This design comes from an exercise in tuning for small area, a short achievable clock period and few clock cycles per item on the open sky130 flow, not from production work. Only simulation tests tie the RTL to the original design; equivalence was not proved. Power and IR drop assume default switching activity.

## config.mk

```make
export PLATFORM = sky130hd
export DESIGN_NAME = division_float_32
export DESIGN_NICKNAME = division_float_32
export VERILOG_FILES = /design/flow/design.v
export SDC_FILE = /design/flow/constraint.sdc
export NUM_CORES = 4
export LEC_CHECK = 0
export ABC_AREA = 1
export CAP_MARGIN = 20
export CORE_MARGIN = 2
export CORE_UTILIZATION = 55
export SETUP_SLACK_MARGIN = 1.0
export SLEW_MARGIN = 20
```

## constraint.sdc

```tcl
create_clock -name core_clock -period 5.5 [get_ports {clock}]
set_input_delay 1.1000 -clock core_clock [delete_from_list [all_inputs] [get_ports {clock}]]
set_output_delay 1.1000 -clock core_clock [all_outputs]
set_load 0.01 [all_outputs]
```

## design.v

```verilog
module division_float_32(clock, start, operand1, operand2, result, finish, illegal);
	input clock;
	input start;
	input [31:0] operand1, operand2;
	output [31:0] result;
	output finish;
	output illegal;
	wire [23:0] m1 = {1'b1, operand1[22:0]};
	wire [23:0] m2 = {1'b1, operand2[22:0]};
	wire        big = operand1[22:0] >= operand2[22:0];    
	wire [7:0]  ex0 = operand1[30:23] + ~operand2[30:23] + 8'd127;
	wire [7:0]  ex1 = operand1[30:23] + ~operand2[30:23] + 8'd128;
	reg  [7:0]  exp_r;
	reg         zero_r, sign_r;
	reg  [22:0] d;
	always @(posedge clock) begin
		d <= operand2[22:0];
		exp_r  <= (({1'b0, operand1[30:23]} + 9'd127) < {1'b0, operand2[30:23]} || operand1 == 32'd0) ? 8'd0 :
		          big ? ex1 : ex0;
		zero_r <= (operand1 == 32'd0);
		sign_r <= (operand1[31] ^ operand2[31]) & (operand1 != 32'd0);
	end
	function automatic [25:0] step(input [24:0] r, input [22:0] dd, input inj);
		reg [24:0] b, g, p;
		reg [24:0] G1, P1;
		reg [24:0] G2, P2;
		reg [24:0] G3, P3;
		reg [24:0] G4, P4;
		reg [24:0] G5, P5;
		reg [24:0] G6, P6;
		reg [25:0] c;
		reg [23:0] diff;
		begin
			b = {1'b1, 1'b0, ~dd};
			g = r & b;
			p = r | b;
			g[0] = g[0] | p[0];   
			G1 = g; P1 = p;
			G1[1] = g[1] | (p[1] & g[0]); P1[1] = p[1] & p[0];
			G1[3] = g[3] | (p[3] & g[2]); P1[3] = p[3] & p[2];
			G1[5] = g[5] | (p[5] & g[4]); P1[5] = p[5] & p[4];
			G1[7] = g[7] | (p[7] & g[6]); P1[7] = p[7] & p[6];
			G1[9] = g[9] | (p[9] & g[8]); P1[9] = p[9] & p[8];
			G1[11] = g[11] | (p[11] & g[10]); P1[11] = p[11] & p[10];
			G1[13] = g[13] | (p[13] & g[12]); P1[13] = p[13] & p[12];
			G1[15] = g[15] | (p[15] & g[14]); P1[15] = p[15] & p[14];
			G1[17] = g[17] | (p[17] & g[16]); P1[17] = p[17] & p[16];
			G1[19] = g[19] | (p[19] & g[18]); P1[19] = p[19] & p[18];
			G1[21] = g[21] | (p[21] & g[20]); P1[21] = p[21] & p[20];
			G1[23] = g[23] | (p[23] & g[22]); P1[23] = p[23] & p[22];
			G2 = G1; P2 = P1;
			G2[3] = G1[3] | (P1[3] & G1[1]); P2[3] = P1[3] & P1[1];
			G2[7] = G1[7] | (P1[7] & G1[5]); P2[7] = P1[7] & P1[5];
			G2[11] = G1[11] | (P1[11] & G1[9]); P2[11] = P1[11] & P1[9];
			G2[15] = G1[15] | (P1[15] & G1[13]); P2[15] = P1[15] & P1[13];
			G2[19] = G1[19] | (P1[19] & G1[17]); P2[19] = P1[19] & P1[17];
			G2[23] = G1[23] | (P1[23] & G1[21]); P2[23] = P1[23] & P1[21];
			G3 = G2; P3 = P2;
			G3[5] = G2[5] | (P2[5] & G2[3]); P3[5] = P2[5] & P2[3];
			G3[7] = G2[7] | (P2[7] & G2[3]); P3[7] = P2[7] & P2[3];
			G3[13] = G2[13] | (P2[13] & G2[11]); P3[13] = P2[13] & P2[11];
			G3[15] = G2[15] | (P2[15] & G2[11]); P3[15] = P2[15] & P2[11];
			G3[21] = G2[21] | (P2[21] & G2[19]); P3[21] = P2[21] & P2[19];
			G3[23] = G2[23] | (P2[23] & G2[19]); P3[23] = P2[23] & P2[19];
			G4 = G3; P4 = P3;
			G4[9] = G3[9] | (P3[9] & G3[7]); P4[9] = P3[9] & P3[7];
			G4[11] = G3[11] | (P3[11] & G3[7]); P4[11] = P3[11] & P3[7];
			G4[13] = G3[13] | (P3[13] & G3[7]); P4[13] = P3[13] & P3[7];
			G4[15] = G3[15] | (P3[15] & G3[7]); P4[15] = P3[15] & P3[7];
			G5 = G4; P5 = P4;
			G5[17] = G4[17] | (P4[17] & G4[15]); P5[17] = P4[17] & P4[15];
			G5[19] = G4[19] | (P4[19] & G4[15]); P5[19] = P4[19] & P4[15];
			G5[21] = G4[21] | (P4[21] & G4[15]); P5[21] = P4[21] & P4[15];
			G5[23] = G4[23] | (P4[23] & G4[15]); P5[23] = P4[23] & P4[15];
			G6 = G5; P6 = P5;
			G6[2] = G5[2] | (P5[2] & G5[1]); P6[2] = P5[2] & P5[1];
			G6[4] = G5[4] | (P5[4] & G5[3]); P6[4] = P5[4] & P5[3];
			G6[6] = G5[6] | (P5[6] & G5[5]); P6[6] = P5[6] & P5[5];
			G6[8] = G5[8] | (P5[8] & G5[7]); P6[8] = P5[8] & P5[7];
			G6[10] = G5[10] | (P5[10] & G5[9]); P6[10] = P5[10] & P5[9];
			G6[12] = G5[12] | (P5[12] & G5[11]); P6[12] = P5[12] & P5[11];
			G6[14] = G5[14] | (P5[14] & G5[13]); P6[14] = P5[14] & P5[13];
			G6[16] = G5[16] | (P5[16] & G5[15]); P6[16] = P5[16] & P5[15];
			G6[18] = G5[18] | (P5[18] & G5[17]); P6[18] = P5[18] & P5[17];
			G6[20] = G5[20] | (P5[20] & G5[19]); P6[20] = P5[20] & P5[19];
			G6[22] = G5[22] | (P5[22] & G5[21]); P6[22] = P5[22] & P5[21];
			G6[24] = G5[24] | (P5[24] & G5[23]); P6[24] = P5[24] & P5[23];
			c = {G6, 1'b1};
			diff = r[23:0] ^ ({24{c[25]}} & (b[23:0] ^ c[23:0]));
			step = {c[25], diff, inj};
		end
	endfunction
	reg  [24:0] r;
	reg  [22:0] L;
	reg  [3:0]  cnt;
	wire done = (cnt == 4'd12);
	wire [25:0] s0 = step(r, d, L[22]);
	wire [25:0] s1 = step(s0[24:0], d, L[21]);
	always @(posedge clock) begin
		if (start)
			r <= big ? {1'b0, m1} : {m1, 1'b0};
		else
			r <= s1[24:0];
		if (start) begin
			L   <= big ? {1'b0, m2[23:2]} : m2[23:1];
			cnt <= 4'd0;
		end else if (!done) begin
			L   <= {L[20:0], s0[25], s1[25]};
			cnt <= cnt + 4'd1;
		end
	end
	assign result = {sign_r, exp_r, L & {23{~zero_r}}};
	assign finish = done;
	assign illegal = (operand2 == 32'd0);
endmodule
```

## flow/run.sh

```bash
#!/bin/bash
# The standard layout, with plain buffers (sky130_fd_sc_hd__buf_1) on the
# ports instead of the default delay-cell buffers.
set -euo pipefail
bash standard.sh BUFFER_PORTS_ARGS="-buffer_cell sky130_fd_sc_hd__buf_1" finish > standard_flow.log 2>&1
```

## standard.sh

```bash
#!/bin/bash
# synth_recipe.tcl (not shown) runs the flow's synth.tcl, then flattens the netlist and writes it again
# the make line also repeats each setting of config.mk as NAME=value (left out here)
make -C /OpenROAD-flow-scripts/flow DESIGN_CONFIG=/design/flow/config.mk WORK_HOME=/design/flow/orfs CLKGATE_MAP_FILE= SYNTH_SCRIPT=/design/flow/synth_recipe.tcl "${@:-finish}"
```

==> key figures, run 1 <==
Critical path
  • R2R Path Start: r[0]$_DFF_P_
  • Crit-path max FO: 42
  • Reg2reg end: r[4]$_DFF_P_
  • CP peak stage delay: 0.42 ns
  • CP most frequent cell: nand2_1
  • Top Family by Delay on Critical Path: simple AND/OR/NAND/NOR gates
  • Critical path arrival: 4.15 ns
  • Startpoint types: flop
  • Reg2reg path depth: 27
  • CP endpoint: r[4]$_DFF_P_
  • WP data required: between 5 and 6 ns
  • Critical Path Slowest Stage Cell: nand3_4
  • Crit path capture type: flop
  • FF-to-FF setup slack: roughly 1.6 ns
  • Worst setup path class: flop to flop
  • Worst path depth: 27
  • Buffers & Inverters on Critical Path: 3
  • Crit. Startpoint: r[0]$_DFF_P_

Global route
  • Largest net degree at the start of global routing: 73
  • Grt total ovfl: 0
  • Initial antenna violation count: 0
  • Global-route wire length before repair: 34200 um
  • Vias in the first global route: 7053
  • Total Routing Usage GR: 29.7%

Drt
  • DR vias: 7688
  • DR vias/cell: roughly 5.4
  • DR WL/cell: 14.2 um
  • Pre-antenna DRT Iters: 5
  • DRC Markers: 0
  • DRT antenna net count: 0
  • Detailed Route WL: 20400 um
  • Initial DRC Count: ~540

Clock tree
  • Clock Tree Root: clkbuf_16
  • # clock sinks: between 80 and 90
  • Setup bufs post-CTS: 0
  • TritonCTS Buffers: 9
  • Clock buffer depth: 2
  • Clock Pin Slew Worst Setup and Hold Paths: 0.06 ns
  • TritonCTS clock tree: yes
  • Post-cts sizing count: 0
  • Clock latency (worst-skew pair): 0.35 ns
  • Cts hold-fix bufs: 0
  • H-tree lvl count: 3

STA
  • Setup violators final: 0
  • Final Hold Vio Count: 0
  • Hold_ws: 0.468 ns
  • Worst-Margin Slew: approximately 1.1 ns
  • Fin. max-slew vios: 0
  • Worst slew margin: 28.1%
  • Final Cycle Share: between 70% and 80%
  • Clk_skew: 0.00893 ns
  • Min cycle time layout: about 4 ns
  • Setup ws final: between 1.5 and 2 ns
  • Maximum clock rate: 255 MHz
  • RSZ-0062 raised after global routing: false
  • Setup tns final: 0 ns

Placed design
  • Placer's final routability congestion estimate: 0.891
  • # port buffers: 99
  • Post-DP HPWL: 15800 um
  • Post-place setup slack: 1.38 ns

Yosys
  • Post-synth EDFFs: 23
  • Syn avg cell area: between 6 and 7 sq um
  • Area contributors post-synth: dfxtp_1, nand2_1, edfxtp_1
  • Post-synthesis sequential element count: 85
  • Yosys top cell by area: dfxtp_1
  • Distinct cells, synth: 47
  • Synth warn: 1
  • Post-synthesis net count: 1280
  • Syn Std Cell Area: approximately 7400 sq um
  • Post-synth top area share: 16.8%
  • Sequential share of the synthesized area: 26.1%
  • Gate Count Post-Synth: 1171
  • Post-synth ARST share: 0%
  • Top_reg_cell synth: dfxtp_1

Die
  • I/O pin count: 100
  • Rows: 42
  • Starting Density: 56.2%
  • Die Footprint: approximately 14000 sq um
  • Die W: about 120 um
  • DIE HEIGHT: 120 um
  • Core area: 13200 sq um

Cells and area
  • Layout cells sized above 1: around 5.7%
  • Commonest non-fill, non-tap cells in the layout: nand2_1, inv_1, nand3_1
  • Commonest non-fill, non-tap cell in the layout: nand2_1
  • Ant diodes: 0
  • Synthesis-to-finish area growth: 10.3%
  • # fillers: 1326
  • Final #Nets: 1361

Power and ir drop
  • Max VDD drop: 439 uV
  • Pwr dens: 562 nW/um^2
  • P_leak: 4.15 nW

Worst hold path
  • Hold Path Depth: 2
  • Hold Crit Class: flop to flop

Flow run
  • Max_cap viols: 0

Status
  • Outcome: finished clean
[synth_stat cells (2+ instances only)]
master	n
and2_1	2
clkbuf_1	17
o21ai_0	82
nor4_1	15
buf_4	2
dfxtp_1	62
nand2_2	10
nor2_2	5
a31oi_1	2
or2_2	4
ha_1	42
buf_6	5
or2_1	3
clkinv_1	2
o21ai_1	14
nor3_1	9
nand3_4	2
buf_1	3
nor2_1	74
o221ai_1	2
nand4_1	21
edfxtp_1	23
xnor2_1	8
buf_2	5
nand3_1	125
a21oi_1	91
nand2_1	296
xor2_1	31
nand2_4	5
o21a_1	7
inv_1	165
inv_2	18
a211oi_1	2
nand3_2	3
xor2_2	2
[cell type report]
cell class,instances,area (sq um),area share (%)
Multi-Input combinational cell,869,4610,56.5
Sequential cell,85,1930,23.6
Clock inverter,1,7.51,0.0919
Clock buffer,15,310,3.80
Tap cell,176,220,2.69
Timing Repair Buffer,102,394,4.82
Inverter,185,694,8.50
[worst reg2reg max path, cell delays in order (launching register included)]
cell	delay, ns
dfxtp_1	0.37
inv_1	0.07
nand2_1	0.09
nand2_1	0.07
nand2_2	0.09
nand2_2	0.05
nand2_2	0.11
nand2_2	0.09
nand2_4	0.12
nand2_4	0.08
nand2_4	0.10
nand2_2	0.07
nand2_4	0.39
inv_2	0.22
o21ai_1	0.24
nand3_1	0.13
nand2_1	0.09
inv_1	0.05
nand2_1	0.07
nor2_1	0.06
nor2_2	0.12
nand2_4	0.11
nand3_4	0.09
nand3_4	0.42
nand2_1	0.25
a21oi_1	0.09
o21ai_1	0.09
nand2_1	0.07
[cells by family (layout without fill, tap and decap cells)]
logic type / after synthesis / count (layout) / synth area share [%]
adders and majority gates: 43 / 43 / 7.36
and+or+nand+nor: 577 / 577 / 34.9
AOI/OAI and AO/OA: 208 / 208 / 14.9
buffers and inverters: 217 / 303 / 11.7
xor gates and xnor gates: 41 / 41 / 5.05
DFF: 85 / 85 / 26.1
[worst min-delay path by stage]
stage,start,endpoint,slack [ns]
floorplan,cnt[3]$_SDFFE_PP0N_,cnt[3]$_SDFFE_PP0N_,0.44
global placement,cnt[3]$_SDFFE_PP0N_,cnt[3]$_SDFFE_PP0N_,0.46
detailed placement,cnt[3]$_SDFFE_PP0N_,cnt[3]$_SDFFE_PP0N_,0.46
CTS,cnt[3]$_SDFFE_PP0N_,cnt[3]$_SDFFE_PP0N_,0.47
global route,cnt[3]$_SDFFE_PP0N_,cnt[3]$_SDFFE_PP0N_,0.51
finish,cnt[3]$_SDFFE_PP0N_,cnt[3]$_SDFFE_PP0N_,0.47
[sequential cells by signal (all words and copies together) (netlist names)]
signal / flops
r: 25
L: 23
d: 23
exp_r: 8
cnt: 4
sign_r: 1
zero_r: 1
[report_power, final]
group	total, W	switching (W)	internal, W
registers	0.000908	0.000100	0.000808
clock network	0.000647	0.000260	0.000387
logic	0.00304	0.00205	0.000990
total	0.00459	0.00241	0.00218
[metal layers]
metal / vias to the layer above / track usage [%] / wire length [um]
met3: 38 / 3.61 / 1370
li1: 3989 / - / -
met4: 0 / 11.4 / 546
met5: - / 0 / 0
met1: 3419 / 42.0 / 9570
met2: 242 / 46.3 / 8880
[stage by stage]
step | instance area, sq um | utilization (%) | std cells | power [W]
3_3_place_gp | 7860 | 59.6 | 1417 | 0.00390
6_report | 8170 | 62.0 | 1433 | 0.00459
2_1_floorplan | 7410 | - | 1171 | 0.00344
5_1_grt | 8170 | 62.0 | 1433 | 0.00512
3_5_place_dp | 7860 | 59.6 | 1417 | 0.00393
4_1_cts | 8170 | 62.0 | 1433 | 0.00460
Testbench counts, summed over its fixed seeds: cycles 26,624, items 2,048.
==> run 2: changes to the inputs <==
--- a/config.mk
+++ b/config.mk
@@ -10,4 +10,4 @@
 export CORE_MARGIN = 2
 export CORE_UTILIZATION = 55
-export SETUP_SLACK_MARGIN = 1.0
+export SETUP_SLACK_MARGIN = 2.0
 export SLEW_MARGIN = 20
==> run 2 against run 1 <==
Net effect:
- clock skew about the same
- combinational power up 59%
- synthesized area stayed put
- setup slack gained 0.45 ns
- synthesized cell count is the same
- clock power up 1%
- via count increased by 11%
- first-iteration DRC count rose by 64%
- critical path depth decreased by 22
- hold slack about the same
- die area is the same
- critical endpoint is now illegal
- highest routed layer unchanged
==> key figures, run 2 <==
Status
  • Outcome: finished clean

Clock tree
  • Clock Pin Slew Worst Setup and Hold Paths: 0.06 ns (about the same)
  • TritonCTS clock tree: yes
  • Cts hold-fix bufs: 0 (unchanged)
  • TritonCTS Buffers: 9 (unchanged)
  • Clock buffer depth: 2 (unchanged)
  • Clock latency (worst-skew pair): 0.35 ns (about the same)
  • # clock sinks: 85 (unchanged)
  • H-tree lvl count: 3 (unchanged)
  • Clock Tree Root: clkbuf_16

Yosys
  • Post-synthesis sequential element count: 85 (unchanged)
  • Sequential share of the synthesized area: 26.1% (unchanged)
  • Area contributors post-synth: dfxtp_1, nand2_1, edfxtp_1
  • Syn avg cell area: 6.33 sq um (unchanged)
  • Commonest cells post-synth: nand2_1, inv_1, nand3_1
  • Post-synth EDFFs: 23 (unchanged)
  • Post-synth top area share: 16.8% (unchanged)
  • Syn Std Cell Area: 7410 sq um (unchanged)
  • Yosys top cell by area: dfxtp_1
  • Top_reg_cell synth: dfxtp_1
  • Distinct cells, synth: 47 (unchanged)
  • Synth warn: 1 (unchanged)
  • Post-synth ARST share: 0% (unchanged)
  • Gate Count Post-Synth: 1171 (unchanged)
  • Count leader, synth: nand2_1
  • Post-synthesis net count: 1280 (unchanged)

STA
  • Final Cycle Share: 63.2% (-8.1 points)
  • Setup violators final: 0 (unchanged)
  • Worst slew margin: 24.4% (-3.7 points)
  • Setup tns final: 0 ns (unchanged)
  • Fin. max-slew vios: 0 (unchanged)
  • Final Hold Vio Count: 0 (unchanged)
  • Min cycle time layout: 3.48 ns (-0.447 ns)
  • Maximum clock rate: 288 MHz (+13%)
  • Worst-Margin Slew: 1.13 ns (+0.0546 ns)
  • Clk_skew: 0.00882 ns (-0.000104 ns)
  • RSZ-0062 raised after global routing: true
  • Setup ws final: 2.02 ns (+0.447 ns)

Cells and area
  • Final #Nets: 1430 (+5.1%)
  • Non-Filler Instances: 1502 (+4.8%)
  • Top Registers: r: 25 flops, L: 23 flops, d: 23 flops
  • Layout cells sized above 1: 22.0% (+16 points)
  • Largest register FFs: 25 (unchanged)
  • Synthesis-to-finish area growth: 28.9%
  • Design area: 9550 sq um (+17%)
  • Largest reg by FF count: r
  • Commonest non-fill, non-tap cells in the layout: nand2_1, inv_1, nand3_1
  • Commonest non-fill, non-tap cell in the layout: nand2_1
  • Ant diodes: 0 (unchanged)

Placed design
  • Post-place setup slack: 1.38 ns (unchanged)
  • Placed insts: 1417 (unchanged)
  • Placer's final routability congestion estimate: 0.891 (unchanged)
  • Post-DP HPWL: 15800 um (unchanged)
  • DP Area: 7860 sq um (unchanged)
  • # port buffers: 99 (unchanged)

Power and ir drop
  • Pwr dens: 675 nW/um^2 (+20%)
  • Total power: 0.00644 W (+40%)
  • P_leak: 4.64 nW (+12%)
  • Max VDD drop: 384 uV (-13%)

Global route
  • Initial antenna violation count: 0 (unchanged)
  • Vias in the first global route: 7197 (+2.0%)
  • Total Routing Usage GR: 32.2% (+2.5 points)
  • GR peak layer: met2
  • Grt total ovfl: 0 (unchanged)
  • Grt met3 use: 4.61% (+1.0 points)
  • Met1 global-route usage: 45.0% (+3.0 points)
  • Met2 usage: 50.0% (+3.6 points)
  • Largest net degree at the start of global routing: 73 (unchanged)
  • Global-route wire length before repair: 36300 um (+6.4%)

Drt
  • DR vias: 8500 (+11%)
  • DR WL/cell: 16.6 um (+17%)
  • Pre-antenna DRT Iters: 5 (unchanged)
  • DR vias/cell: 5.66 (+5.5%)
  • DRT antenna net count: 0 (unchanged)
  • Initial DRC Count: 882 (+64%)
  • DRC Markers: 0 (unchanged)
  • Detailed Route WL: 24900 um (+22%)

Critical path
  • Crit-path max FO: 4 (-90%)
  • Crit path capture type: output pin
  • Startpoint types: input pin
  • WP data required: 4.40 ns (-1.33 ns)
  • Worst setup path class: input pin to output pin
  • Critical path arrival: 2.38 ns (-1.77 ns)

Die
  • Die Footprint: 14400 sq um (unchanged)
  • Core area: 13200 sq um (unchanged)
  • DIE HEIGHT: 120 um (unchanged)
  • Die W: 120 um (unchanged)
  • Rows: 42 (unchanged)
  • I/O pin count: 100 (unchanged)
  • Starting Density: 56.2% (unchanged)

Flow run
  • Max_cap viols: 0 (unchanged)

Worst hold path
  • Hold Crit Class: flop to flop
## run 2: cell count changes in the layout (fill, tap and decap cells not counted), moves of 11 or more
cell,previous run,this run
inv_1,164,151
dfxtp_2,0,22
nand3_1,124,100
nand3_2,4,20
nor2_1,74,63
nand3_4,2,15
inv_2,19,32
buf_4,3,51
nand2_2,10,53
nand2_1,296,246
nor2_2,5,16
dfxtp_1,62,31
## run 2: logic make-up after synthesis
kind of cell	count (synthesis)	share of synthesized area, %
buffers and inverters	217	11.7
XOR/XNOR	41	5.05
adder cells (fa/ha/maj)	43	7.36
flip-flops	85	26.1
AO/OA/AOI/OAI	208	14.9
AND/OR/NAND/NOR	577	34.9
## run 2: per-stage QoR
step	hold WS (ns)	util, %
floorplan	0.444	-
global placement	0.465	59.6
detailed placement	0.463	59.6
CTS	0.472	63.8
global route	0.509	72.4
finish	0.469	72.4
## run 2: layer usage
metal / up-vias / part of all wire (%)
met1: 3881 / 42
met5: - / 0
li1: 4153 / -
met3: 61 / 9.2
met2: 405 / 45
met4: 0 / 4.0
## run 2: path summary, 6_finish.rpt
kind | start | to | slack (ns) | cells after the start
worst max-delay path | operand2[16] | illegal | 2.02 | 5
worst min-delay path | cnt[3]$_SDFFE_PP0N_ | cnt[3]$_SDFFE_PP0N_ | 0.47 | 2
worst max register to register | r[21]$_DFF_P_ | r[7]$_DFF_P_ | 2.07 | 19
worst min register to register | cnt[3]$_SDFFE_PP0N_ | cnt[3]$_SDFFE_PP0N_ | 0.47 | 2
## run 2: worst max-delay path, cell delays in order
cell and delay, ns:
buf_1 0.20, nor4_4 0.38, nand4_1 0.22, nor4_2 0.27, buf_1 0.20
## run 2: final cells by class
cell class / instances / area (sq um)
multi-input cells: 880 / 5410
fillers: 1155 / 3640
flip-flops and latches: 85 / 1990
repair buffers: 159 / 895
inverters: 185 / 706
clock buffers: 15 / 310
well taps: 176 / 220
clock inverters: 1 / 7.51
repair inverters: 1 / 7.51
## run 2: where the power goes
part           total [W]  internal, W  switching, W
registers       0.000949     0.000820      0.000129
logic            0.00484      0.00183       0.00301
clock network   0.000654     0.000387      0.000267
total            0.00644      0.00304       0.00341
## run 2: what timing repair did
action | in CTS | in global routing
resized for setup | 21 | 197
setup buffers | 7 | 50
pin swaps | 6 | 73
endpoints found under the setup margin | 30 | 50
cloned | 6 | 6
==> run 3: changes to the inputs <==
--- a/config.mk
+++ b/config.mk
@@ -10,4 +10,4 @@
 export CORE_MARGIN = 2
 export CORE_UTILIZATION = 55
-export SETUP_SLACK_MARGIN = 2.0
+export SETUP_SLACK_MARGIN = 1.6
 export SLEW_MARGIN = 20
==> run 3 against run 2 <==
Net effect:
- routed wire length shrank 13%
- register-to-register slack lost 0.25 ns
- largest power group unchanged
- clock skew is essentially flat
- die area is the same
- non-clock buffer count shrank 54
- hold slack is essentially flat
- still clean
- first-iteration DRC count shrank 31%
- utilization shrank 9.3 points
- critical endpoint unchanged
- power shrank 23%
- highest routed layer unchanged
==> key figures, run 3 <==
Status
  • Outcome: finished clean

Clock tree
  • # clock sinks: 85 (unchanged)
  • H-tree lvl count: 3 (unchanged)
  • Cts hold-fix bufs: 0 (unchanged)
  • Clock Tree Root: clkbuf_16
  • TritonCTS clock tree: yes
  • Clock Pin Slew Worst Setup and Hold Paths: 0.06 ns (about the same)
  • Clock buffer depth: 2 (unchanged)
  • Clock latency (worst-skew pair): 0.35 ns (about the same)
  • TritonCTS Buffers: 9 (unchanged)

Yosys
  • Syn avg cell area: 6.33 sq um (unchanged)
  • Syn Std Cell Area: 7410 sq um (unchanged)
  • Distinct cells, synth: 47 (unchanged)
  • Post-synth EDFFs: 23 (unchanged)
  • Sequential share of the synthesized area: 26.1% (unchanged)
  • Area contributors post-synth: dfxtp_1, nand2_1, edfxtp_1
  • Post-synthesis sequential element count: 85 (unchanged)
  • Synth warn: 1 (unchanged)
  • Post-synthesis net count: 1280 (unchanged)
  • Top_reg_cell synth: dfxtp_1
  • Post-synth ARST share: 0% (unchanged)
  • Post-synth top area share: 16.8% (unchanged)
  • Count leader, synth: nand2_1
  • Commonest cells post-synth: nand2_1, inv_1, nand3_1
  • Gate Count Post-Synth: 1171 (unchanged)
  • Yosys top cell by area: dfxtp_1

Drt
  • Initial DRC Count: 607 (-31%)
  • DR vias: 7833 (-7.8%)
  • DRT antenna net count: 0 (unchanged)
  • DR WL/cell: 15.1 um (-9.3%)
  • Detailed Route WL: 21700 um (-13%)
  • DRC Markers: 0 (unchanged)
  • Pre-antenna DRT Iters: 5 (unchanged)
  • DR vias/cell: 5.44 (-3.9%)

Cells and area
  • Ant diodes: 0 (unchanged)
  • # fillers: 1316 (+14%)
  • Commonest non-fill, non-tap cell in the layout: nand2_1
  • Top Registers: r: 25 flops, L: 23 flops, d: 23 flops
  • Design area: 8310 sq um (-13%)
  • Reg area: 1940 sq um (-2.8%)
  • Commonest non-fill, non-tap cells in the layout: nand2_1, inv_1, nand3_1
  • Layout cells sized above 1: 7.04% (-15 points)
  • Largest reg by FF count: r
  • Synthesis-to-finish area growth: 12.2%
  • Largest register FFs: 25 (unchanged)
  • Final #Nets: 1368 (-4.3%)
  • Area taken by multi-input logic gates: 4720 sq um (-13%)

Global route
  • Largest net degree at the start of global routing: 73 (unchanged)
  • Met1 global-route usage: 42.0% (-3.0 points)
  • Grt met3 use: 3.61% (-1.0 points)
  • Grt total ovfl: 0 (unchanged)
  • Global-route wire length before repair: 34200 um (-6.0%)
  • Initial antenna violation count: 0 (unchanged)
  • Met2 usage: 46.3% (-3.6 points)
  • Total Routing Usage GR: 29.7% (-2.5 points)
  • Vias in the first global route: 7053 (-2.0%)
  • GR peak layer: met2

Critical path
  • Crit path capture type: output pin
  • Critical path arrival: 2.61 ns (+0.23 ns)
  • CP Cell Sequence: buf_1 > nor4_1 > nand4_1 > nor4_1 > buf_1
  • Critical Path Slowest Stage Cell: nor4_1
  • Reg2reg end: L[0]$_DFFE_PP_
  • FF-to-FF setup slack: 1.82 ns (-0.25 ns)
  • CP endpoint: illegal
  • Crit. Startpoint: operand2[16]
  • Startpoint types: input pin
  • Crit-path max FO: 4 (unchanged)
  • CP peak stage delay: 0.53 ns (+0.15 ns)
  • Worst setup path class: input pin to output pin
  • WP data required: 4.40 ns (about the same)
  • Reg2reg path depth: 15 (-4)
  • R2R Path Start: d[3]$_DFF_P_

STA
  • RSZ-0062 raised after global routing: true
  • Worst-Margin Slew: 1.10 ns (-0.0333 ns)
  • Fin. max-slew vios: 0 (unchanged)
  • Setup violators final: 0 (unchanged)
  • Setup tns final: 0 ns (unchanged)
  • Final Hold Vio Count: 0 (unchanged)
  • Final Cycle Share: 67.5% (+4.3 points)
  • Worst slew margin: 26.6% (+2.2 points)
  • Clk_skew: 0.00884 ns (+0.0000172 ns)
  • Maximum clock rate: 269 MHz (-6.4%)
  • Min cycle time layout: 3.71 ns (+0.236 ns)

Power and ir drop
  • Max VDD drop: 315 uV (-18%)
  • Pwr dens: 596 nW/um^2 (-12%)
  • P_leak: 4.20 nW (-9.5%)

Worst hold path
  • Hold Crit Class: flop to flop

Die
  • Rows: 42 (unchanged)
  • Die Footprint: 14400 sq um (unchanged)
  • I/O pin count: 100 (unchanged)
  • Die W: 120 um (unchanged)
  • Core area: 13200 sq um (unchanged)
  • Starting Density: 56.2% (unchanged)
  • DIE HEIGHT: 120 um (unchanged)

Placed design
  • DP Area: 7860 sq um (unchanged)
  • Placer's final routability congestion estimate: 0.891 (unchanged)
  • Post-DP HPWL: 15800 um (unchanged)
  • # port buffers: 99 (unchanged)

Flow run
  • Max_cap viols: 0 (unchanged)
## run 3: layer usage
layer | routed length [um] | vias up
met3 | 1710 | 42
met1 | 10000 | 3498
met2 | 9420 | 287
li1 | - | 4006
met4 | 534 | 0
met5 | 0 | -
## run 3: worst max-delay path: cells and delay by family
| family | cells | cell delay [ns] |
|---|---|---|
| AND/OR/NAND/NOR | 3 | 1.14 |
| buffers and inverters | 2 | 0.37 |
## run 3: metrics by stage
step / setup WS (ns) / cells / util (%) / hold WS (ns) / total power (W)
finish: 1.79 / 1440 / 63.0 / 0.469 / 0.00495
global route: 1.58 / 1440 / 63.0 / 0.509 / 0.00546
CTS: 1.72 / 1433 / 62.0 / 0.472 / 0.00461
detailed placement: 1.38 / 1417 / 59.6 / 0.463 / 0.00393
global placement: 1.44 / 1417 / 59.6 / 0.465 / 0.00390
floorplan: 2.32 / 1171 / - / 0.444 / 0.00344
## run 3: final cells by class
class	instances	area share [%]
Multi-Input combinational cell	873	56.8
Sequential cell	85	23.3
Tap cell	176	2.65
Clock inverter	1	0.0903
Clock buffer	15	3.73
Inverter	185	8.40
Timing Repair Buffer	105	5.01
## run 3: timing repair
action,4_1_cts,5_1_grt
pin swaps,0,2
gates cloned,0,4
buffers inserted,0,3
setup endpoints to repair,4,27
resized for setup,1,15
## run 3: power breakdown
group | switching, W | leakage [nW] | internal [W]
clock network | 0.000266 | 0.152 | 0.000387
logic | 0.00229 | 3.28 | 0.00110
registers | 0.000102 | 0.769 | 0.000808
total | 0.00266 | 4.20 | 0.00229
## run 3: cell families (layout without fill, tap and decap cells)
| kind of cell | Yosys count | in the layout | share of synthesized area [%] |
|---|---|---|---|
| AO/OA/AOI/OAI | 208 | 208 | 14.9 |
| XOR/XNOR | 41 | 41 | 5.05 |
| adder cells (fa/ha/maj) | 43 | 43 | 7.36 |
| buffers and inverters | 217 | 306 | 11.7 |
| flip-flops | 85 | 85 | 26.1 |
| AND/OR/NAND/NOR | 577 | 581 | 34.9 |
## run 3: worst min-delay path by stage
stage | from | endpoint | slack [ns] | cells after the start
2_1_floorplan | cnt[3]$_SDFFE_PP0N_ | cnt[3]$_SDFFE_PP0N_ | 0.44 | 2
3_3_place_gp | cnt[3]$_SDFFE_PP0N_ | cnt[3]$_SDFFE_PP0N_ | 0.46 | 2
3_5_place_dp | cnt[3]$_SDFFE_PP0N_ | cnt[3]$_SDFFE_PP0N_ | 0.46 | 2
4_1_cts | cnt[3]$_SDFFE_PP0N_ | cnt[3]$_SDFFE_PP0N_ | 0.47 | 2
5_1_grt | cnt[3]$_SDFFE_PP0N_ | cnt[3]$_SDFFE_PP0N_ | 0.51 | 2
6_report | cnt[3]$_SDFFE_PP0N_ | cnt[3]$_SDFFE_PP0N_ | 0.47 | 2
==> run 4: changes to the inputs <==
--- a/config.mk
+++ b/config.mk
@@ -10,4 +10,3 @@
 export CORE_MARGIN = 2
 export CORE_UTILIZATION = 55
-export SETUP_SLACK_MARGIN = 1.6
 export SLEW_MARGIN = 20
==> run 4 against run 3 <==
Net effect:
- clock skew about the same
- utilization shrank 1.1 points
- cell area decreased by 1.7%
- synthesized cell count did not move
- power down 7.2%
- setup slack worse by 0.21 ns
- non-clock buffer count shrank 3
- sequential power is essentially flat
- die area unchanged
- register-to-register slack got worse by 0.24 ns
- critical endpoint is now r[4]$_DFF_P_
==> key figures, run 4 <==
Clock tree
  • H-tree lvl count: 3 (unchanged)
  • Post-cts sizing count: 0 (-1)
  • Clock buffer depth: 2 (unchanged)
  • Clock latency (worst-skew pair): 0.35 ns (about the same)
  • TritonCTS clock tree: yes
  • # clock sinks: 85 (unchanged)
  • Cts hold-fix bufs: 0 (unchanged)
  • TritonCTS Buffers: 9 (unchanged)
  • Clock Tree Root: clkbuf_16
  • Clock Pin Slew Worst Setup and Hold Paths: 0.06 ns (about the same)
  • Setup bufs post-CTS: 0 (unchanged)

Critical path
  • CP endpoint: r[4]$_DFF_P_
  • FF-to-FF setup slack: 1.58 ns (-0.24 ns)
  • Crit-path max FO: 42 (+38)
  • Startpoint types: flop
  • Worst setup path class: flop to flop
  • Critical path arrival: 4.15 ns (+1.54 ns)
  • WP data required: 5.73 ns (+1.33 ns)
  • Reg2reg end: r[4]$_DFF_P_
  • Crit path capture type: flop
  • Crit. Startpoint: r[0]$_DFF_P_
  • Reg2reg path depth: 27 (+12)
  • R2R Path Start: r[0]$_DFF_P_

Cells and area
  • # fillers: 1326 (+0.76%)
  • Top Registers: r: 25 flops, L: 23 flops, d: 23 flops
  • Non-Filler Instances: 1433 (-0.49%)
  • Final #Nets: 1361 (-0.51%)
  • Largest reg by FF count: r
  • Commonest non-fill, non-tap cell in the layout: nand2_1
  • Layout cells sized above 1: 5.73% (-1.3 points)
  • Synthesis-to-finish area growth: 10.3%
  • Ant diodes: 0 (unchanged)
  • Commonest non-fill, non-tap cells in the layout: nand2_1, inv_1, nand3_1
  • Largest register FFs: 25 (unchanged)

STA
  • RSZ-0062 raised after global routing: false
  • Setup violators final: 0 (unchanged)
  • Maximum clock rate: 255 MHz (-5.4%)
  • Final Cycle Share: 71.3% (+3.8 points)
  • Setup tns final: 0 ns (unchanged)
  • Final Hold Vio Count: 0 (unchanged)
  • Min cycle time layout: 3.92 ns (+0.211 ns)
  • Clk_skew: 0.00893 ns (+0.0000872 ns)
  • Hold_ws: 0.468 ns (-0.000213 ns)
  • Worst slew margin: 28.1% (+1.4 points)
  • Worst-Margin Slew: 1.08 ns (-0.0213 ns)
  • Fin. max-slew vios: 0 (unchanged)

Yosys
  • Distinct cells, synth: 47 (unchanged)
  • Post-synthesis sequential element count: 85 (unchanged)
  • Post-synth ARST share: 0% (unchanged)
  • Post-synth EDFFs: 23 (unchanged)
  • Area contributors post-synth: dfxtp_1, nand2_1, edfxtp_1
  • Gate Count Post-Synth: 1171 (unchanged)
  • Syn Std Cell Area: 7410 sq um (unchanged)
  • Yosys top cell by area: dfxtp_1
  • Sequential share of the synthesized area: 26.1% (unchanged)
  • Commonest cells post-synth: nand2_1, inv_1, nand3_1
  • Syn avg cell area: 6.33 sq um (unchanged)
  • Post-synthesis net count: 1280 (unchanged)
  • Count leader, synth: nand2_1
  • Post-synth top area share: 16.8% (unchanged)
  • Top_reg_cell synth: dfxtp_1
  • Synth warn: 1 (unchanged)

Placed design
  • Placed insts: 1417 (unchanged)
  • # port buffers: 99 (unchanged)
  • Placer's final routability congestion estimate: 0.891 (unchanged)
  • Post-DP HPWL: 15800 um (unchanged)

Power and ir drop
  • Max VDD drop: 439 uV (+39%)
  • Total power: 0.00459 W (-7.2%)
  • P_leak: 4.15 nW (-1.1%)
  • Pwr dens: 562 nW/um^2 (-5.6%)

Worst hold path
  • Hold Path Depth: 2 (unchanged)
  • Hold Crit Class: flop to flop
  • HP Start: cnt[3]$_SDFFE_PP0N_

Global route
  • Grt total ovfl: 0 (unchanged)
  • Global-route wire length before repair: 34200 um (about the same)
  • Total Routing Usage GR: 29.7% (unchanged)
  • Vias in the first global route: 7053 (unchanged)
  • Initial antenna violation count: 0 (unchanged)
  • Largest net degree at the start of global routing: 73 (unchanged)

Die
  • I/O pin count: 100 (unchanged)
  • Starting Density: 56.2% (unchanged)
  • Core area: 13200 sq um (unchanged)
  • Die Footprint: 14400 sq um (unchanged)
  • DIE HEIGHT: 120 um (unchanged)
  • Die W: 120 um (unchanged)
  • Rows: 42 (unchanged)

Drt
  • DR WL/cell: 14.2 um (-5.7%)
  • DR vias: 7688 (-1.9%)
  • DRC Markers: 0 (unchanged)
  • Initial DRC Count: 537 (-12%)
  • Pre-antenna DRT Iters: 5 (unchanged)
  • DRT antenna net count: 0 (unchanged)
  • DR vias/cell: 5.36 (-1.4%)
  • Detailed Route WL: 20400 um (-6.1%)

Status
  • Outcome: finished clean

Flow run
  • Max_cap viols: 0 (unchanged)
-- run 4: metal layers --
metal	vias up	share of wire (%)	global-route usage (%)
met5	-	0	0
met4	0	2.7	11.4
met3	38	6.7	3.61
met2	242	44	46.3
met1	3419	47	42.0
li1	3989	-	-
-- run 4: cell families after synthesis --
kind of cell | after synthesis | share of synthesized area [%]
DFF | 85 | 26.1
and+or+nand+nor | 577 | 34.9
xor gates and xnor gates | 41 | 5.05
buffers and inverters | 217 | 11.7
adders and majority gates | 43 | 7.36
AOI/OAI and AO/OA | 208 | 14.9
-- run 4: final cells by class --
type / instances / area [sq um] / area share [%]
Inverter: 185 / 694 / 8.50
Sequential cell: 85 / 1930 / 23.6
Tap cell: 176 / 220 / 2.69
Clock inverter: 1 / 7.51 / 0.0919
Clock buffer: 15 / 310 / 3.80
Timing Repair Buffer: 102 / 394 / 4.82
Multi-Input combinational cell: 869 / 4610 / 56.5
-- run 4: how the worst min path moves through the flow --
stage                          end  slack, ns
5_1_grt        cnt[3]$_SDFFE_PP0N_       0.51
4_1_cts        cnt[3]$_SDFFE_PP0N_       0.47
2_1_floorplan  cnt[3]$_SDFFE_PP0N_       0.44
3_5_place_dp   cnt[3]$_SDFFE_PP0N_       0.46
3_3_place_gp   cnt[3]$_SDFFE_PP0N_       0.46
6_report       cnt[3]$_SDFFE_PP0N_       0.47
-- run 4: stage by stage --
stage	area, sq um	setup WS [ns]	util, %
6_report	8170	1.58	62.0
5_1_grt	8170	1.13	62.0
4_1_cts	8170	1.56	62.0
3_5_place_dp	7860	1.38	59.6
3_3_place_gp	7860	1.44	59.6
2_1_floorplan	7410	2.32	-
-- run 4: where the power goes --
group          leakage [nW]  switching [W]  internal (W)  total [W]
combinational          3.23        0.00205      0.000990    0.00304
clock                 0.152       0.000260      0.000387   0.000647
sequential            0.769       0.000100      0.000808   0.000908
total                  4.15        0.00241       0.00218    0.00459
-- run 4: worst max-delay path: stages, from the launching register on --
cell and delay, ns:
dfxtp_1 0.37, inv_1 0.07, nand2_1 0.09, nand2_1 0.07, nand2_2 0.09, nand2_2 0.05
nand2_2 0.11, nand2_2 0.09, nand2_4 0.12, nand2_4 0.08, nand2_4 0.10, nand2_2 0.07
nand2_4 0.39, inv_2 0.19, o21ai_1 0.24, nand3_1 0.13, nand2_1 0.09, inv_1 0.05
nand2_1 0.07, nor2_1 0.06, nor2_2 0.12, nand2_4 0.11, nand3_4 0.09, nand3_4 0.42
nand2_1 0.23, a21oi_1 0.09, o21ai_1 0.09, nand2_1 0.07
==> run 5: changes to the inputs <==
--- a/config.mk
+++ b/config.mk
@@ -10,3 +10,4 @@
 export CORE_MARGIN = 2
 export CORE_UTILIZATION = 55
+export SETUP_SLACK_MARGIN = 1.8
 export SLEW_MARGIN = 20
==> run 5 against run 4 <==
Net effect:
- still clean
- via count grew 4.9%
- clock power rose by 0.9%
- register-to-register slack better by 0.46 ns
- highest routed layer unchanged
- sequential cell count is the same
- first-iteration DRC count up 33%
==> key figures, run 5 <==
Drt
  • DR vias: 8061 (+4.9%)
  • DR WL/cell: 16.0 um (+13%)
  • Detailed Route WL: 23300 um (+15%)
  • DRC Markers: 0 (unchanged)
  • Initial DRC Count: 716 (+33%)
  • DR vias/cell: 5.52 (+2.9%)
  • DRT antenna net count: 0 (unchanged)
  • Pre-antenna DRT Iters: 5 (unchanged)

Power and ir drop
  • Max VDD drop: 321 uV (-27%)
  • Clk pwr share: 11.8% (-2.3 points)
  • Sequential share of power: 16.6% (-3.2 points)
  • Int Pwr: 0.00257 W (+18%)
  • Sw power: 0.00296 W (+23%)
  • Combinational share of power: 71.6% (+5.5 points)
  • Pwr dens: 638 nW/um^2 (+14%)
  • Net Sw Frac: 53.5% (+1.0 points)
  • P_leak: 4.33 nW (+4.3%)

Critical path
  • Top Family by Delay on Critical Path: simple AND/OR/NAND/NOR gates
  • CP endpoint: illegal
  • CP Cell Sequence: buf_1 > nor4_2 > nand4_1 > nor4_1 > buf_1
  • CP peak stage delay: 0.43 ns (about the same)
  • CP most frequent cell: buf_1
  • Crit. Startpoint: operand2[16]
  • Startpoint types: input pin
  • Critical path arrival: 2.52 ns (-1.63 ns)
  • Reg2reg end: L[0]$_DFFE_PP_
  • FF-to-FF setup slack: 2.04 ns (+0.46 ns)
  • R2R Path Start: r[17]$_DFF_P_
  • Critical Path Slowest Stage Cell: nor4_2
  • Crit-path max FO: 4 (-90%)
  • Worst setup path class: input pin to output pin
  • WP data required: 4.40 ns (-1.33 ns)
  • Buffers & Inverters on Critical Path: 2 (-1)
  • Crit path capture type: output pin
  • Reg2reg path depth: 18 (-33%)
  • Worst path depth: 5 (-81%)

Cells and area
  • Ant diodes: 0 (unchanged)
  • Commonest non-fill, non-tap cells in the layout: nand2_1, inv_1, nand3_1
  • Largest reg by FF count: r
  • Final core utilization: 65.7% (+3.7 points)
  • Final #Nets: 1388 (+2.0%)
  • Synthesis-to-finish area growth: 17.0%
  • Commonest non-fill, non-tap cell in the layout: nand2_1
  • Design area: 8660 sq um (+6.0%)
  • Top Registers: r: 25 flops, L: 23 flops, d: 23 flops
  • Layout cells sized above 1: 10.1% (+4.4 points)
  • Largest register FFs: 25 (unchanged)

Yosys
  • Top_reg_cell synth: dfxtp_1
  • Post-synth ARST share: 0% (unchanged)
  • Commonest cells post-synth: nand2_1, inv_1, nand3_1
  • Gate Count Post-Synth: 1171 (unchanged)
  • Syn avg cell area: 6.33 sq um (unchanged)
  • Distinct cells, synth: 47 (unchanged)
  • Post-synthesis sequential element count: 85 (unchanged)
  • Post-synthesis net count: 1280 (unchanged)
  • Post-synth EDFFs: 23 (unchanged)
  • Synth warn: 1 (unchanged)
  • Sequential share of the synthesized area: 26.1% (unchanged)
  • Post-synth top area share: 16.8% (unchanged)
  • Yosys top cell by area: dfxtp_1
  • Area contributors post-synth: dfxtp_1, nand2_1, edfxtp_1
  • Syn Std Cell Area: 7410 sq um (unchanged)
  • Count leader, synth: nand2_1

Status
  • Outcome: finished clean

Clock tree
  • Clock buffer depth: 2 (unchanged)
  • TritonCTS clock tree: yes
  • TritonCTS Buffers: 9 (unchanged)
  • H-tree lvl count: 3 (unchanged)
  • Clock Tree Root: clkbuf_16
  • Clock Pin Slew Worst Setup and Hold Paths: 0.06 ns (about the same)
  • # clock sinks: 85 (unchanged)
  • Clock latency (worst-skew pair): 0.35 ns (about the same)

Worst hold path
  • Hold Crit Class: flop to flop

Die
  • Rows: 42 (unchanged)
  • I/O pin count: 100 (unchanged)
  • Starting Density: 56.2% (unchanged)
  • Die Footprint: 14400 sq um (unchanged)
  • Die W: 120 um (unchanged)
  • Core area: 13200 sq um (unchanged)
  • DIE HEIGHT: 120 um (unchanged)

Placed design
  • Placer's final routability congestion estimate: 0.891 (unchanged)
  • # port buffers: 99 (unchanged)
  • DP Area: 7860 sq um (unchanged)
  • Post-DP HPWL: 15800 um (unchanged)

STA
  • Final Hold Vio Count: 0 (unchanged)
  • Hold_ws: 0.468 ns (+0.000135 ns)
  • Setup violators final: 0 (unchanged)
  • RSZ-0062 raised after global routing: true
  • Fin. max-slew vios: 0 (unchanged)
  • Min cycle time layout: 3.62 ns (-0.305 ns)
  • Worst slew margin: 26.7% (-1.4 points)
  • Final Cycle Share: 65.8% (-5.5 points)
  • Worst-Margin Slew: 1.10 ns (+0.0205 ns)
  • Clk_skew: 0.00911 ns (+0.000179 ns)
  • Setup tns final: 0 ns (unchanged)
  • Maximum clock rate: 276 MHz (+8.4%)

Global route
  • Total Routing Usage GR: 30.4% (+0.72 points)
  • Largest net degree at the start of global routing: 73 (unchanged)
  • Grt total ovfl: 0 (unchanged)
  • Global-route wire length before repair: 34800 um (+1.8%)
  • Vias in the first global route: 7104 (+0.72%)
  • Initial antenna violation count: 0 (unchanged)

Flow run
  • Max_cap viols: 0 (unchanged)
[run 5: cell counts after synthesis]
No cell type changed its count.
[run 5: power groups by stage]
| stage | Combinational [W] | Sequential (W) | Clock, W |
|---|---|---|---|
| 2_1_floorplan | 0.00255 | 0.000898 | 0 |
| 5_1_grt | 0.00442 | 0.000933 | 0.000675 |
| 3_5_place_dp | 0.00301 | 0.000918 | 0 |
| 6_report | 0.00396 | 0.000916 | 0.000653 |
| 3_3_place_gp | 0.00298 | 0.000919 | 0 |
| 4_1_cts | 0.00315 | 0.000907 | 0.000657 |
[run 5: final cells by class]
| type | instances | area [sq um] |
|---|---|---|
| clock buffers | 15 | 310 |
| clock inverters | 1 | 7.51 |
| fillers | 1263 | 4530 |
| inverters | 185 | 698 |
| multi-input cells | 879 | 4920 |
| flip-flops and latches | 85 | 1940 |
| well taps | 176 | 220 |
| repair buffers | 118 | 556 |
| repair inverters | 1 | 5.00 |
[run 5: stage by stage]
step | power (W) | setup slack [ns] | std cells
after floorplan | 0.00344 | 2.32 | 1171
after global placement | 0.00390 | 1.44 | 1417
after detailed placement | 0.00393 | 1.38 | 1417
after CTS | 0.00471 | 1.79 | 1434
after global routing | 0.00603 | 1.77 | 1460
final | 0.00553 | 1.88 | 1460
[run 5: worst min path at each step]
stage | from | endpoint | slack (ns) | cells past startpoint
floorplan | cnt[3]$_SDFFE_PP0N_ | cnt[3]$_SDFFE_PP0N_ | 0.44 | 2
global placement | cnt[3]$_SDFFE_PP0N_ | cnt[3]$_SDFFE_PP0N_ | 0.46 | 2
detailed placement | cnt[3]$_SDFFE_PP0N_ | cnt[3]$_SDFFE_PP0N_ | 0.46 | 2
CTS | cnt[3]$_SDFFE_PP0N_ | cnt[3]$_SDFFE_PP0N_ | 0.47 | 2
global route | cnt[3]$_SDFFE_PP0N_ | cnt[3]$_SDFFE_PP0N_ | 0.51 | 2
finish | cnt[3]$_SDFFE_PP0N_ | cnt[3]$_SDFFE_PP0N_ | 0.47 | 2
[run 5: logic make-up (layout without fill, tap and decap cells)]
group	Yosys count	in the layout	share of synthesized area (%)
simple gates	577	587	34.9
buf+inv	217	320	11.7
fa+ha+maj	43	43	7.36
compound gates	208	208	14.9
xor+xnor	41	41	5.05
flops	85	85	26.1
[run 5: worst register-to-register path, stage by stage (launching register included)]
cell and delay (ns):
dfxtp_1 0.45, or2_1 0.16, nand2_1 0.12, nor4_4 0.41, nand2_8 0.20, nand2_8 0.18, nand3_2 0.14, xor2_4 0.20
nand2_1 0.11, nand2_1 0.11, nor2_1 0.06, nor2_2 0.18, nor2_2 0.08, nor2_4 0.12, buf_12 0.15, nand3_4 0.15
buf_12 0.22, nand2_1 0.05, o21ai_0 0.08
[run 5: what timing repair did]
| item | 4_1_cts | 5_1_grt |
|---|---|---|
| cloned | 1 | 10 |
| resized for setup | 4 | 44 |
| setup endpoints to repair | 27 | 28 |
| hold buffers | 0 | 0 |
| pin swaps | 1 | 17 |
| setup buffers | 0 | 16 |
[run 5: routing by layer]
metal  GRT usage, %  wire (um)  share of wire, %
met5              0          0                 0
met4           11.8        781               3.3
met3           4.52       1960               8.4
met2           47.4      10300                44
met1           42.5      10300                44
==> run 6: changes to the inputs <==
--- a/design.v
+++ b/design.v
@@ -8,7 +8,9 @@
 	wire [23:0] m1 = {1'b1, operand1[22:0]};
 	wire [23:0] m2 = {1'b1, operand2[22:0]};
-	wire        big = operand1[22:0] >= operand2[22:0];    
-	wire [7:0]  ex0 = operand1[30:23] + ~operand2[30:23] + 8'd127;
-	wire [7:0]  ex1 = operand1[30:23] + ~operand2[30:23] + 8'd128;
+	wire        big = ge23(operand1[22:0], operand2[22:0]);    
+	wire [9:0]  u   = {2'b0, operand1[30:23]} + {2'b0, ~operand2[30:23]} + 10'd128;
+	wire        unf = (u[9:8] == 2'b00);
+	wire [7:0]  ex1 = u[7:0];
+	wire [7:0]  ex0 = u[7:0] - 8'd1;
 	reg  [7:0]  exp_r;
 	reg         zero_r, sign_r;
@@ -16,9 +18,75 @@
 	always @(posedge clock) begin
 		d <= operand2[22:0];
-		exp_r  <= (({1'b0, operand1[30:23]} + 9'd127) < {1'b0, operand2[30:23]} || operand1 == 32'd0) ? 8'd0 :
+		exp_r  <= (unf || operand1 == 32'd0) ? 8'd0 :
 		          big ? ex1 : ex0;
 		zero_r <= (operand1 == 32'd0);
 		sign_r <= (operand1[31] ^ operand2[31]) & (operand1 != 32'd0);
 	end
+	function automatic ge23(input [22:0] a, input [22:0] bb);
+		reg [22:0] g, p;
+		reg [22:0] G1, P1;
+		reg [22:0] G2, P2;
+		reg [22:0] G3, P3;
+		reg [22:0] G4, P4;
+		reg [22:0] G5, P5;
+		begin
+			g = a & ~bb; p = a | ~bb;
+			g[0] = g[0] | p[0];
+			G1 = g; P1 = p;
+			G1[1] = g[1] | (p[1] & g[0]); P1[1] = p[1] & p[0];
+			G1[3] = g[3] | (p[3] & g[2]); P1[3] = p[3] & p[2];
+			G1[5] = g[5] | (p[5] & g[4]); P1[5] = p[5] & p[4];
+			G1[7] = g[7] | (p[7] & g[6]); P1[7] = p[7] & p[6];
+			G1[9] = g[9] | (p[9] & g[8]); P1[9] = p[9] & p[8];
+			G1[11] = g[11] | (p[11] & g[10]); P1[11] = p[11] & p[10];
+			G1[13] = g[13] | (p[13] & g[12]); P1[13] = p[13] & p[12];
+			G1[15] = g[15] | (p[15] & g[14]); P1[15] = p[15] & p[14];
+			G1[17] = g[17] | (p[17] & g[16]); P1[17] = p[17] & p[16];
+			G1[19] = g[19] | (p[19] & g[18]); P1[19] = p[19] & p[18];
+			G1[21] = g[21] | (p[21] & g[20]); P1[21] = p[21] & p[20];
+			G2 = G1; P2 = P1;
+			G2[2] = G1[2] | (P1[2] & G1[1]); P2[2] = P1[2] & P1[1];
+			G2[3] = G1[3] | (P1[3] & G1[1]); P2[3] = P1[3] & P1[1];
+			G2[6] = G1[6] | (P1[6] & G1[5]); P2[6] = P1[6] & P1[5];
+			G2[7] = G1[7] | (P1[7] & G1[5]); P2[7] = P1[7] & P1[5];
+			G2[10] = G1[10] | (P1[10] & G1[9]); P2[10] = P1[10] & P1[9];
+			G2[11] = G1[11] | (P1[11] & G1[9]); P2[11] = P1[11] & P1[9];
+			G2[14] = G1[14] | (P1[14] & G1[13]); P2[14] = P1[14] & P1[13];
+			G2[15] = G1[15] | (P1[15] & G1[13]); P2[15] = P1[15] & P1[13];
+			G2[18] = G1[18] | (P1[18] & G1[17]); P2[18] = P1[18] & P1[17];
+			G2[19] = G1[19] | (P1[19] & G1[17]); P2[19] = P1[19] & P1[17];
+			G2[22] = G1[22] | (P1[22] & G1[21]); P2[22] = P1[22] & P1[21];
+			G3 = G2; P3 = P2;
+			G3[4] = G2[4] | (P2[4] & G2[3]); P3[4] = P2[4] & P2[3];
+			G3[5] = G2[5] | (P2[5] & G2[3]); P3[5] = P2[5] & P2[3];
+			G3[6] = G2[6] | (P2[6] & G2[3]); P3[6] = P2[6] & P2[3];
+			G3[7] = G2[7] | (P2[7] & G2[3]); P3[7] = P2[7] & P2[3];
+			G3[12] = G2[12] | (P2[12] & G2[11]); P3[12] = P2[12] & P2[11];
+			G3[13] = G2[13] | (P2[13] & G2[11]); P3[13] = P2[13] & P2[11];
+			G3[14] = G2[14] | (P2[14] & G2[11]); P3[14] = P2[14] & P2[11];
+			G3[15] = G2[15] | (P2[15] & G2[11]); P3[15] = P2[15] & P2[11];
+			G3[20] = G2[20] | (P2[20] & G2[19]); P3[20] = P2[20] & P2[19];
+			G3[21] = G2[21] | (P2[21] & G2[19]); P3[21] = P2[21] & P2[19];
+			G3[22] = G2[22] | (P2[22] & G2[19]); P3[22] = P2[22] & P2[19];
+			G4 = G3; P4 = P3;
+			G4[8] = G3[8] | (P3[8] & G3[7]); P4[8] = P3[8] & P3[7];
+			G4[9] = G3[9] | (P3[9] & G3[7]); P4[9] = P3[9] & P3[7];
+			G4[10] = G3[10] | (P3[10] & G3[7]); P4[10] = P3[10] & P3[7];
+			G4[11] = G3[11] | (P3[11] & G3[7]); P4[11] = P3[11] & P3[7];
+			G4[12] = G3[12] | (P3[12] & G3[7]); P4[12] = P3[12] & P3[7];
+			G4[13] = G3[13] | (P3[13] & G3[7]); P4[13] = P3[13] & P3[7];
+			G4[14] = G3[14] | (P3[14] & G3[7]); P4[14] = P3[14] & P3[7];
+			G4[15] = G3[15] | (P3[15] & G3[7]); P4[15] = P3[15] & P3[7];
+			G5 = G4; P5 = P4;
+			G5[16] = G4[16] | (P4[16] & G4[15]); P5[16] = P4[16] & P4[15];
+			G5[17] = G4[17] | (P4[17] & G4[15]); P5[17] = P4[17] & P4[15];
+			G5[18] = G4[18] | (P4[18] & G4[15]); P5[18] = P4[18] & P4[15];
+			G5[19] = G4[19] | (P4[19] & G4[15]); P5[19] = P4[19] & P4[15];
+			G5[20] = G4[20] | (P4[20] & G4[15]); P5[20] = P4[20] & P4[15];
+			G5[21] = G4[21] | (P4[21] & G4[15]); P5[21] = P4[21] & P4[15];
+			G5[22] = G4[22] | (P4[22] & G4[15]); P5[22] = P4[22] & P4[15];
+			ge23 = G5[22];
+		end
+	endfunction
 	function automatic [25:0] step(input [24:0] r, input [22:0] dd, input inj);
 		reg [24:0] b, g, p;
--- a/config.mk
+++ b/config.mk
@@ -10,4 +10,3 @@
 export CORE_MARGIN = 2
 export CORE_UTILIZATION = 55
-export SETUP_SLACK_MARGIN = 1.8
 export SLEW_MARGIN = 20
==> run 6 against run 5 <==
Net effect:
- non-clock buffer count fell by 16
- routed wire length is 16% lower
- still clean on timing, DRC and antenna
- synthesized cell count is 1.4% lower
- largest power group unchanged
- via count down 6.7%
- critical path type is now flop to flop
==> key figures, run 6 <==
Worst hold path
  • Hold Crit Class: flop to flop
  • HP Start: cnt[3]$_SDFFE_PP0N_
  • Hold Path Depth: 2 (unchanged)
  • WHS Endpoint: cnt[3]$_SDFFE_PP0N_

Critical path
  • CP peak stage delay: 0.75 ns (+0.32 ns)
  • Reg2reg path depth: 27 (+9)
  • Critical path arrival: 4.40 ns (+1.88 ns)
  • Top Family by Delay on Critical Path: simple AND/OR/NAND/NOR gates
  • WP data required: 5.74 ns (+1.34 ns)
  • R2R Path Start: r[3]$_DFF_P_
  • Crit-path max FO: 45 (+41)
  • Worst setup path class: flop to flop
  • Buffers & Inverters on Critical Path: 4 (+2)
  • Critical Path Slowest Stage Cell: nand3_2
  • FF-to-FF setup slack: 1.34 ns (-0.70 ns)
  • Crit path capture type: flop
  • Reg2reg end: r[10]$_DFF_P_
  • CP most frequent cell: nand2_1
  • Startpoint types: flop

STA
  • Worst-Margin Slew: 1.09 ns (-0.00808 ns)
  • Min cycle time layout: 4.16 ns (+0.540 ns)
  • RSZ-0062 raised after global routing: false
  • Worst slew margin: 27.2% (+0.49 points)
  • Fin. max-slew vios: 0 (unchanged)
  • Maximum clock rate: 240 MHz (-13%)
  • Final Cycle Share: 75.6% (+9.8 points)
  • Clk_skew: 0.00511 ns (-0.00400 ns)
  • Setup tns final: 0 ns (unchanged)
  • Final Hold Vio Count: 0 (unchanged)
  • Setup ws final: 1.34 ns (-0.540 ns)
  • Setup violators final: 0 (unchanged)

Placed design
  • Post-place setup slack: 1.37 ns (-0.0118 ns)
  • # port buffers: 99 (unchanged)
  • Post-DP HPWL: 14700 um (-6.9%)
  • Placed insts: 1396 (-1.5%)
  • Placer's final routability congestion estimate: 0.905 (+1.6%)
  • DP Area: 7530 sq um (-4.1%)

Cells and area
  • Synthesis-to-finish area growth: 10.1%
  • # fillers: 1265 (+0.16%)
  • Final #Nets: 1320 (-4.9%)
  • Largest reg by FF count: r
  • Top Registers: r: 25 flops, L: 23 flops, d: 23 flops
  • Layout cells sized above 1: 5.48% (-4.6 points)
  • Largest register FFs: 25 (unchanged)
  • Non-Filler Instances: 1412 (-3.3%)
  • Commonest non-fill, non-tap cells in the layout: nand2_1, inv_1, nand3_1
  • Design area: 7840 sq um (-9.6%)
  • Ant diodes: 0 (unchanged)
  • Commonest non-fill, non-tap cell in the layout: nand2_1

Yosys
  • Commonest cells post-synth: nand2_1, inv_1, nand3_1
  • Area contributors post-synth: dfxtp_1, nand2_1, edfxtp_1
  • Top_reg_cell synth: dfxtp_1
  • Yosys top cell by area: dfxtp_1
  • Gate Count Post-Synth: 1155 (-1.4%)
  • Synth warn: 1 (unchanged)
  • Sequential share of the synthesized area: 27.2% (+1.1 points)
  • Syn avg cell area: 6.16 sq um (-2.6%)
  • Count leader, synth: nand2_1
  • Post-synthesis sequential element count: 85 (unchanged)
  • Post-synth ARST share: 0% (unchanged)
  • Distinct cells, synth: 53 (+13%)
  • Syn Std Cell Area: 7110 sq um (-4.0%)
  • Post-synth top area share: 17.4% (+0.69 points)
  • Post-synthesis net count: 1240 (-3.1%)
  • Post-synth EDFFs: 23 (unchanged)

Die
  • Die W: 118 um (-1.9%)
  • I/O pin count: 100 (unchanged)
  • Core area: 12600 sq um (-4.3%)
  • DIE HEIGHT: 118 um (-1.9%)
  • Starting Density: 56.4% (+0.22 points)
  • Die Footprint: 13900 sq um (-3.8%)
  • Rows: 41 (-2.4%)

Global route
  • Largest net degree at the start of global routing: 51 (-30%)
  • Total Routing Usage GR: 28.2% (-2.2 points)
  • Vias in the first global route: 6625 (-6.7%)
  • Global-route wire length before repair: 31900 um (-8.2%)
  • Grt total ovfl: 0 (unchanged)
  • Initial antenna violation count: 0 (unchanged)

Drt
  • DR vias/cell: 5.32 (-3.6%)
  • DRC Markers: 0 (unchanged)
  • DR WL/cell: 13.8 um (-14%)
  • DR vias: 7517 (-6.7%)
  • Detailed Route WL: 19500 um (-16%)
  • DRT antenna net count: 0 (unchanged)
  • Pre-antenna DRT Iters: 5 (unchanged)
  • Initial DRC Count: 556 (-22%)

Clock tree
  • Clock Tree Root: clkbuf_16
  • Clock latency (worst-skew pair): 0.35 ns (about the same)
  • # clock sinks: 85 (unchanged)
  • Post-cts sizing count: 0 (-4)
  • TritonCTS clock tree: yes
  • H-tree lvl count: 3 (unchanged)
  • Clock Pin Slew Worst Setup and Hold Paths: 0.06 ns (about the same)
  • Clock buffer depth: 2 (unchanged)
  • TritonCTS Buffers: 9 (unchanged)
  • Setup bufs post-CTS: 0 (unchanged)
  • Cts hold-fix bufs: 0 (unchanged)

Power and ir drop
  • P_leak: 4.01 nW (-7.5%)
  • Max VDD drop: 401 uV (+25%)
  • Total power: 0.00454 W (-18%)
  • Pwr dens: 579 nW/um^2 (-9.2%)

Flow run
  • Max_cap viols: 0 (unchanged)

Status
  • Outcome: finished clean
## run 6: cell types whose count changed in the layout (fill, tap and decap cells not counted), sizes merged, moves of 5 or more
cell	change
nor2	+26
a21oi	-24
ha	-24
buf	-17
o22ai	+16
nand3	-9
o21ai	-7
nand2	+6
o21a	-6
xor2	-6
nand4	-5
or2	-5
xnor2	-5
## run 6: worst min-delay path: stages (launching register included)
cell     delay, ns
dfxtp_1       0.31
inv_1         0.06
a21oi_1       0.06
## run 6: cells by family after synthesis
family | Yosys count | share of synthesized area [%]
AOI/OAI and AO/OA | 197 | 15.3
and+or+nand+nor | 600 | 37.5
buffers and inverters | 224 | 12.8
DFF | 85 | 27.2
xor gates and xnor gates | 30 | 3.80
adders and majority gates | 19 | 3.45
## run 6: how the worst max path moves through the flow
stage	start	endpoint	slack (ns)	cells after the start
3_5_place_dp	operand2[1]	exp_r[5]$_SDFF_PP0_	1.37	18
2_1_floorplan	operand2[25]	exp_r[2]$_SDFF_PP0_	2.01	16
6_report	r[3]$_DFF_P_	r[10]$_DFF_P_	1.34	27
3_3_place_gp	d[4]$_DFF_P_	r[6]$_DFF_P_	1.43	26
5_1_grt	r[3]$_DFF_P_	r[17]$_DFF_P_	0.87	27
4_1_cts	r[3]$_DFF_P_	r[10]$_DFF_P_	1.35	27
## run 6: final cells by class
type	instances	area [sq um]	share of cell area, %
clock buffer	11	243	3.10
multi-input combinational	846	4270	54.5
clock inverter	5	60.1	0.766
inverter	191	717	9.15
sequential	85	1930	24.7
tap	172	215	2.75
timing repair buffer	102	395	5.05
## run 6: per-stage QoR
stage / hold WS [ns] / util (%)
floorplan: 0.445 / -
global placement: 0.465 / 59.7
detailed placement: 0.469 / 59.7
CTS: 0.478 / 62.1
global route: 0.494 / 62.1
finish: 0.471 / 62.1
## run 6: where the power goes
part	switching, W	internal [W]	leakage (nW)
Clock	0.000267	0.000365	0.134
Sequential	0.0000964	0.000810	0.769
Combinational	0.00203	0.000970	3.10
## run 6: routing by layer
metal,global-route usage [%],up-vias,wire length [um]
met1,40.6,3352,9410
met3,3.10,16,1200
li1,-,3909,-
met2,44.9,240,8640
met5,0,-,0
met4,7.98,0,246
Testbench counts of run 6, summed over its fixed seeds: cycles 26,624, items 2,048.

[afterwards: timing with drivers on the ports]
Ports are ideal in the flow. The routed layouts listed here were re-timed in OpenROAD.
Step 1 assumes that a clkbuf_16 drives the clock port and a buf_2 every other input.
Step 2, shift: input delay + t, output delay - t, t = (earliest + latest rising clock arrival at the registers) / 2. This alone moves slack from input paths to output paths.
Three values: ideal ports, drivers, drivers and shift; two values: the first two.
run | t (ns) | setup WS [ns] | worst register clock-pin slew, ns | pins driven straight from the clock port
run 1 | 0.390 | 1.577 / 1.577 / 1.293 | 0.07 / 0.07 | 1
run 2 | 0.395 | 2.024 / 2.003 / 1.678 | 0.07 / 0.07 | 1
run 3 | 0.392 | 1.788 / 1.767 / 1.504 | 0.07 / 0.07 | 1
run 4 | 0.390 | 1.577 / 1.577 / 1.293 | 0.07 / 0.07 | 1
run 5 | 0.392 | 1.882 / 1.860 / 1.530 | 0.07 / 0.07 | 1
run 6 | 0.388 | 1.342 / 1.342 / 1.286 | 0.07 / 0.07 | 1
After both steps every run listed still meets setup and hold. For run 5, which loses most, drivers alone change the setup slack by -0.022 ns; drivers and shift together by -0.352 ns.
